Background: an optimization exercise with open tools, aiming at small area and a short achievable clock period. Do not read the settings as production practice.
Function was checked by simulation only, so behaviour that the tests miss may differ from the original.
Power and IR drop assume default switching activity.

the previous run:
## Processor_with_Power_Gating
module Processor_with_Power_Gating(
    input  wire clk,
    input  wire reset,
    input  wire [3:0] alu_a,
    input  wire [3:0] alu_b,
    input  wire [2:0] alu_opcode,
    output wire [3:0] alu_result,
    input  wire [3:0] mem_addr,
    input  wire [7:0] mem_data_in,
    input  wire mem_write_en,
    input  wire mem_req_valid,
    output wire [7:0] mem_data_out,
    input  wire [7:0] io_in,
    input  wire io_write_en,
    input  wire io_read_request,
    output wire [7:0] io_out,
    output wire alu_idle,
    output wire mem_idle,
    output wire io_idle,
    output wire alu_power_gated,
    output wire mem_power_gated,
    output wire io_power_gated,
    output wire system_power_save_mode,
    output wire [1:0] active_modules_count,
    output wire [7:0] power_efficiency_metric,
    output wire alu_clk_en,
    output wire mem_clk_en,
    output wire io_clk_en
);
    ALU_with_power_gating alu_inst (
        .clk(clk),
        .reset(reset),
        .A(alu_a),
        .B(alu_b),
        .opcode(alu_opcode),
        .result(alu_result),
        .idle_detect(alu_idle),
        .power_gated(alu_power_gated),
        .clk_en(alu_clk_en)
    );
    Memory_with_power_gating mem_inst (
        .clk(clk),
        .reset(reset),
        .addr(mem_addr),
        .data_in(mem_data_in),
        .write_en(mem_write_en),
        .req_valid(mem_req_valid),
        .data_out(mem_data_out),
        .idle_detect(mem_idle),
        .power_gated(mem_power_gated),
        .clk_en(mem_clk_en)
    );
    IO_with_power_gating io_inst (
        .clk(clk),
        .reset(reset),
        .io_in(io_in),
        .write_en(io_write_en),
        .read_request(io_read_request),
        .io_out(io_out),
        .idle_detect(io_idle),
  ...
export LEC_CHECK = 0
export CAP_MARGIN = 20
export CORE_MARGIN = 2
export CORE_UTILIZATION = 65
export SLEW_MARGIN = 20
create_clock -name core_clock -period 90.0 [get_ports {clk}]
standard.sh (not shown) runs the stock make flow with config.mk's settings and CLKGATE_MAP_FILE= SYNTH_SCRIPT=/design/flow/synth_recipe.tcl, a recipe that flattens the netlist after the stock synthesis.
==> flow/flow/run.sh <==
#!/bin/bash
# The standard layout (the standard.sh, unchanged synthesis and steps),
# with two changes:
#  - the port buffers that global placement inserts on every input and output
#    are sky130_fd_sc_hd__buf_2 instead of the default clkdlybuf4s50_1 delay
#    cell;
#  - clock tree synthesis inserts no dummy load cells, and builds the tree
#    from small clock buffers (clkbuf_8 at the root, clkbuf_4 below), with
#    sink clusters of up to 10 flip-flops within 100 um.
set -euo pipefail
export BUFFER_PORTS_ARGS="-buffer_cell sky130_fd_sc_hd__buf_2"
export CTS_ARGS="-sink_clustering_enable -repair_clock_nets -dont_use_dummy_load -root_buf sky130_fd_sc_hd__clkbuf_8 -buf_list {sky130_fd_sc_hd__clkbuf_4} -sink_clustering_size 10 -sink_clustering_max_diameter 100"
bash standard.sh > standard.log 2>&1
[inputs] the current run vs the previous run
==> flow/flow/run.sh <==
#!/bin/bash
# The standard layout (the standard.sh, unchanged synthesis and steps),
# with two changes:
#  - the port buffers that global placement inserts on every input and output
#    are sky130_fd_sc_hd__buf_2 instead of the default clkdlybuf4s50_1 delay
#    cell;
#  - clock tree synthesis inserts no dummy load cells, and builds the tree
#    from small clock buffers.
set -euo pipefail
export BUFFER_PORTS_ARGS="-buffer_cell sky130_fd_sc_hd__buf_2"
export CTS_ARGS="-sink_clustering_enable -repair_clock_nets -dont_use_dummy_load -root_buf sky130_fd_sc_hd__clkbuf_8 -buf_list {sky130_fd_sc_hd__clkbuf_2}"
bash standard.sh > standard.log 2>&1
--- outcome ---
Per the comparison of the current run with the previous run, number of buffers created by CTS increased by about 120% relative to the old numbers, post-layout worst setup margin shows a reduction of 0.067 ns, minimum clock period higher, total power shows an increase of about 6%. The current run ended up with a higher final core utilization than the previous run did. Comparing the previous run and the current run, the lower final area is on the previous run. Looking only at length of the first detailed-routing pass in iterations, and setting everything else aside, the higher value of the previous run and the current run goes to the current run. Diff the previous run and the current run: global-route wire length before repair lower in the previous run. Delta(layout overhead on the synthesized area, the current run - the previous run) > 0. Higher routed wire length among the previous run and the current run: the current run.

========
Processor_with_Power_Gating, a different RTL version from the one above (not shown whole).
Size: about 860 cells after synthesis, about 250 flip-flops, about 77 I/O pins, roughly 12000 sq um of cells after synthesis.
==> flow/config.mk <==
export PLATFORM = sky130hd
export DESIGN_NAME = Processor_with_Power_Gating
export DESIGN_NICKNAME = Processor_with_Power_Gating
export VERILOG_FILES = /design/flow/design.v
export SDC_FILE = /design/flow/constraint.sdc
export NUM_CORES = 4
export LEC_CHECK = 0
export CAP_MARGIN = 20
export CORE_MARGIN = 2
export CORE_UTILIZATION = 40
export SLEW_MARGIN = 20
==> flow/constraint.sdc <==
create_clock -name core_clock -period 90.0 [get_ports {clk}]
set_input_delay 18.0000 -clock core_clock [delete_from_list [all_inputs] [get_ports {clk}]]
set_output_delay 18.0000 -clock core_clock [all_outputs]
set_load 0.01 [all_outputs]
==> flow/flow/run.sh <==
#!/bin/bash
# The standard layout (the standard.sh, unchanged synthesis and steps),
# with two changes:
#  - the port buffers that global placement inserts on every input and output
#    are sky130_fd_sc_hd__buf_2 instead of the default clkdlybuf4s50_1 delay
#    cell;
#  - clock tree synthesis inserts no dummy load cells, and builds the tree
#    from small clock buffers.
set -euo pipefail
export BUFFER_PORTS_ARGS="-buffer_cell sky130_fd_sc_hd__buf_2"
export CTS_ARGS="-sink_clustering_enable -repair_clock_nets -dont_use_dummy_load -root_buf sky130_fd_sc_hd__clkbuf_16 -buf_list {sky130_fd_sc_hd__clkbuf_2}"
bash standard.sh > standard.log 2>&1
Then changed:
--- a/flow/config.mk
+++ b/flow/config.mk
@@ -10 +10 @@
-export CORE_UTILIZATION = 40
+export CORE_UTILIZATION = 80
After rerunning: Synthesized area is unchanged. Final area falls by 3.2%. Clock power falls by 17%. Register-to-register slack loses 0.35 ns. Wire length rises by 5.5%. Core utilization rises by 44 points.
Then changed:
--- a/flow/config.mk
+++ b/flow/config.mk
@@ -10 +10 @@
-export CORE_UTILIZATION = 80
+export CORE_UTILIZATION = 65
What happened: Design area grows by 0.67%; global-route usage shrinks by 10 points; area after synthesis does not change; setup slack got worse by 0.075 ns; wire length shrinks by 9.8%; final cell count grows by 4.3%; via count shrinks by 5.3%; die area grows by 22%.

port drivers added, routing unchanged:
The results above use ideal ports. As a check the final layouts listed here were re-extracted and re-timed, cells and wires unchanged. Step 1 sets driving cells, clkbuf_16 on the clock port and buf_2 on the other inputs (assumed; they add their load-dependent delay and slew). Step 2, shift: input delay + t, output delay - t, t = (earliest + latest rising clock arrival at the registers) / 2. This alone moves slack from input paths to output paths. Three values: ideal, step 1, step 2; two values: the first two.
run	t, ns	slack for setup (ns)	latest minus earliest clock arrival (ns)
the previous run	0.570	70.389 / 70.398 / 69.829	0.051 / 0.051
the current run	0.558	70.322 / 70.335 / 69.777	0.088 / 0.088
the first run of note 2	0.527	70.422 / 70.421 / 69.894	0.046 / 0.046
the second run of note 2	0.511	70.316 / 70.317 / 69.806	0.056 / 0.056
the third run of note 2	0.505	70.241 / 70.259 / 69.754	0.051 / 0.052
After both steps every run listed still meets setup and hold. For the previous run, which loses most, drivers alone change the setup slack by +0.009 ns; drivers and shift together by -0.560 ns.
